From an optimization exercise on the open Yosys and OpenROAD flow, aimed at small area; shortcuts taken in it are not production practice.
Only simulation tests tie the RTL to the original design; equivalence was not proved.
Power and IR drop assume default switching activity.

== run A ==
// qsp_core
module qsp_core (
    input  logic         clk,
    input  logic         rst_n,
    input  logic [31:0]  instruction,
    output logic [31:0]  status_out,
    output logic         illegal
);
For scale: roughly 2000 cells after synthesis, about 67 I/O pins, about 27000 um2 of cells after synthesis.
export LEC_CHECK = 0
export CAP_MARGIN = 20
export CORE_MARGIN = 2
export CORE_UTILIZATION = 65
export PLACE_DENSITY = 0.75
export SLEW_MARGIN = 20
export SYNTH_HIERARCHICAL = 1
create_clock -name core_clock -period 7.0 [get_ports {clk}]
standard.sh (not shown) runs the stock make flow with config.mk's settings and CLKGATE_MAP_FILE= SYNTH_SCRIPT=/design/flow/synth_recipe.tcl, a recipe that flattens the netlist after the stock synthesis.
==> flow/flow/run.sh <==
#!/bin/bash
# Layout flow: the standard flow (standard.sh) with these changes:
#  - synthesis runs the standard script, except that ABC maps with map.abc
#    (ABC's &nf mapper with its delay target relaxed by 30%) in place
#    of ORFS's speed script; the flip-flops are mapped before ABC, as in the
#    standard synthesis;
#  - ports are buffered with buf_2;
#  - CTS uses clkbuf_8 in clusters of up to 15 sinks, without dummy loads.
# Each step's full log is in orfs/logs/; make's output is in make.log.
set -euo pipefail
W=$(pwd)
sed -e "s|log_cmd abc {\*}\$abc_args|log_cmd abc -script $W/flow/map.abc {*}[lrange \$abc_args 2 end]|" \
  "$FLOW_HOME/scripts/synth.tcl" > "$W/synth_map.tcl"
grep -q "flow/map.abc" "$W/synth_map.tcl"
sed -e "s|source \$::env(SCRIPTS_DIR)/synth.tcl|source $W/synth_map.tcl|" \
  "$W/synth_recipe.tcl" > "$W/synth_recipe_map.tcl"
grep -q "synth_map.tcl" "$W/synth_recipe_map.tcl"
bash standard.sh \
  SYNTH_SCRIPT="$W/synth_recipe_map.tcl" \
  BUFFER_PORTS_ARGS="-buffer_cell sky130_fd_sc_hd__buf_2" \
  CTS_ARGS="-sink_clustering_enable -repair_clock_nets -sink_clustering_size 15 -sink_clustering_max_diameter 60 -buf_list sky130_fd_sc_hd__clkbuf_8 -dont_use_dummy_load" \
  finish > "$W/make.log" 2>&1
==> flow/flow/map.abc <==
strash
&get -n
&st
&dch
&nf -R 30
&put
topo
stime -c
buffer -c
upsize -c -D 4000
dnsize -c -D 4000
Having completed the whole flow, run A delivered a layout that passed the timing, design-rule and antenna checks.
--- input diff run A..run B ---
Settings: PLACE_DENSITY changed from 0.75 to 0.65; CORE_UTILIZATION changed from 65 to 55.
diff --git a/flow/flow/run.sh b/flow/flow/run.sh
--- a/flow/flow/run.sh
+++ b/flow/flow/run.sh
@@ -8 +8,3 @@
-#  - CTS uses clkbuf_8 in clusters of up to 15 sinks, without dummy loads.
+#  - CTS uses clkbuf_8 in clusters of up to 15 sinks, without dummy loads;
+#  - after global routing, gates off the critical paths are downsized
+#    (RECOVER_POWER=100).
@@ -19,0 +22 @@
+  RECOVER_POWER=100 \
==> run notes <==
- Run B: part of the power in registers higher than run A
- Min count of cells along the worst register-to-register path across run A and run B: run A
- Side by side, vertical die dimension turned out higher in run B than in run A.
- Relative to run A, ratio of cells with drive above 1 in the final layout has gone down in run B.
- Higher fmax goes to run A over run B.
- Looking at count of non-filler cells in the finished layout across run A and run B, the one that comes out higher is run B.
- From the logs: run B reached the end of the flow and failed the layout checks with max-capacitance violations, max-slew violations.
- Compared with run A, in run B share of total power in combinational logic neither gained nor lost much, total power of the final layout neither gained nor lost much, initial DRC count lost 4.5%, switching fraction of total power neither gained nor lost much, initial antenna violation count picked up an extra 2.
diff inputs: run B => run C
Settings: CTS_CLUSTER_DIAMETER newly set to 60; CTS_CLUSTER_SIZE newly set to 15; CTS_BUF_LIST newly set to sky130_fd_sc_hd__clkbuf_8.
==> flow/run.sh (new file) <==
#!/bin/bash
# synth_recipe.tcl (not shown) runs the flow's synth.tcl, then flattens the netlist and writes it again
# the make line also repeats each setting of config.mk as NAME=value (left out here)
make -C /OpenROAD-flow-scripts/flow DESIGN_CONFIG=/design/flow/config.mk WORK_HOME=/design/flow/orfs CLKGATE_MAP_FILE= SYNTH_SCRIPT=/design/flow/synth_recipe.tcl finish
removed: flow/flow/run.sh
removed: flow/flow/map.abc
removed: flow/standard.sh
--- outcome ---
- The final layout from run C, which completed every stage, passed the timing, design-rule and antenna checks at the end of the flow.
- Run C leaves more setup margin than run B.
- Run C: cell count 5.0% above run B
- Compared with run B, number of placed instances, taps included in run C increased by a few percent.
- Run C: wire length of the first global-routing pass about 6% above run B
- Initial detailed-routing violation count (lower): run B
- Higher post-synthesis instance total among run B and run C: run C
- Taking run C over run B, the wire length ratio works out to 1.06.
- The data-path buffer share of cell area in the final layout in run C sits 1.6 points above the value recorded for run B.
- Summary of run C over run B: post-layout minimum cycle time lower; clock latency reported for the late side of the worst-skew pair +0.03 ns.
The inputs of run D differ from those of run C as listed below.
Settings: CTS_BUF_LIST no longer set, was sky130_fd_sc_hd__clkbuf_8; CTS_CLUSTER_SIZE no longer set, was 15; CTS_CLUSTER_DIAMETER no longer set, was 60.
==> flow/flow/run.sh (new file) <==
#!/bin/bash
# Layout flow: the standard flow (standard.sh) with these changes:
#  - synthesis runs the standard script, except that ABC maps with map.abc
#    (ABC's &nf mapper with its delay target relaxed by 30%) in place
#    of ORFS's speed script; the flip-flops are mapped before ABC, as in the
#    standard synthesis;
#  - ports are buffered with buf_2;
#  - CTS uses clkbuf_8 in clusters of up to 15 sinks, without dummy loads.
# Each step's full log is in orfs/logs/; make's output is in make.log.
set -euo pipefail
W=$(pwd)
sed -e "s|log_cmd abc {\*}\$abc_args|log_cmd abc -script $W/flow/map.abc {*}[lrange \$abc_args 2 end]|" \
  "$FLOW_HOME/scripts/synth.tcl" > "$W/synth_map.tcl"
grep -q "flow/map.abc" "$W/synth_map.tcl"
sed -e "s|source \$::env(SCRIPTS_DIR)/synth.tcl|source $W/synth_map.tcl|" \
  "$W/synth_recipe.tcl" > "$W/synth_recipe_map.tcl"
grep -q "synth_map.tcl" "$W/synth_recipe_map.tcl"
bash standard.sh \
  SYNTH_SCRIPT="$W/synth_recipe_map.tcl" \
  BUFFER_PORTS_ARGS="-buffer_cell sky130_fd_sc_hd__buf_2" \
  CTS_ARGS="-sink_clustering_enable -repair_clock_nets -sink_clustering_size 15 -sink_clustering_max_diameter 60 -buf_list sky130_fd_sc_hd__clkbuf_8 -dont_use_dummy_load" \
  finish > "$W/make.log" 2>&1
==> flow/flow/map.abc (new file) <==
strash
&get -n
&st
&dch
&nf -R 30
&put
topo
stime -c
buffer -c
upsize -c -D 4000
dnsize -c -D 4000
==> flow/standard.sh (new file) <==
#!/bin/bash
# synth_recipe.tcl (not shown) runs the flow's synth.tcl, then flattens the netlist and writes it again
# the make line also repeats each setting of config.mk as NAME=value (left out here)
make -C /OpenROAD-flow-scripts/flow DESIGN_CONFIG=/design/flow/config.mk WORK_HOME=/design/flow/orfs CLKGATE_MAP_FILE= SYNTH_SCRIPT=/design/flow/synth_recipe.tcl "${@:-finish}"
removed: flow/run.sh
--- outcome ---
- Run D ended with every stage complete and zero timing, DRC or antenna violations.
- Run D vs. run C: number of cells on the critical path rose by 6, clock period minus worst slack fell by 0.20 ns, internal portion of total power fell by about 2%, full die area fell by 2300 um2, routability-driven placement congestion ratio rose by 2.0%.
- The final reports for run D and run C show final-layout non-clock buffer area share lower in the former.
- Share of total power in combinational logic of run C is on par with run D.
- Topmost layer with routed signal wires: met5 -> run D, met4 -> run C
- Run D ends up with lower detailed route wirelength on metal2 than run C does.
- Per the comparison of run D with run C, power drawn by the combinational cells has decreased; count of clock buffers in the final design has decreased; sequential share of layout area has increased.
#### Input delta (run E over run D)
Settings: SETUP_SLACK_MARGIN newly set to 0.1.
diff --git a/flow/flow/run.sh b/flow/flow/run.sh
--- a/flow/flow/run.sh
+++ b/flow/flow/run.sh
@@ -4 +4 @@
-#    (ABC's &nf mapper with its delay target relaxed by 30%) in place
+#    (ABC's &nf mapper with a 4 ns delay target and area recovery) in place
diff --git a/flow/flow/map.abc b/flow/flow/map.abc
--- a/flow/flow/map.abc
+++ b/flow/flow/map.abc
@@ -5 +5 @@
-&nf -R 30
+&nf -D 4000
Findings:
Run E vs. run D: synthesized net count went down by about 0.7%.
Run E — required time of the critical path 0.02 ns higher, run D as reference
Run E — relative contribution of combinational cells to total power 0.9 points higher, run D as reference
Run D reached the final stage; the timing, design-rule and antenna checks on its layout passed.
Run E was carried through to the last stage, and its layout satisfied the timing, design-rule and antenna checks.
Taking run D as the reference, in run E setup slack moved down; combinational power moved up.

static timing again, ports no longer ideal:
The results above use ideal ports. As a check the final layouts listed here were re-extracted and re-timed, cells and wires unchanged. Step 1, drivers: a clkbuf_16 drives clk and a buf_2 each remaining input, both assumed. Step 2, shift: input delay + t, output delay - t, t = (earliest + latest rising clock arrival at the registers) / 2. This alone moves slack from input paths to output paths. a / b / c = ideal ports / drivers / drivers and shift; a / b = the first two.
| run | shift t [ns] | slack for setup (ns) | hold WS [ns] | worst setup path after step 2 |
|---|---|---|---|---|
| run A | 0.714 | 0.875 / 0.884 / 0.170 | 0.228 / 0.228 / 0.228 | input to register |
| run B | 0.697 | 0.514 / 0.542 / -0.154 | 0.279 / 0.279 / 0.279 | input to register |
| run C | 0.760 | 0.647 / 0.672 / -0.088 | 0.319 / 0.319 / 0.319 | input to register |
| run D | 0.701 | 0.847 / 0.813 / 0.112 | 0.276 / 0.276 / 0.276 | input to register |
| run E | 0.700 | 0.525 / 0.547 / -0.152 | 0.266 / 0.266 / 0.266 | input to register |
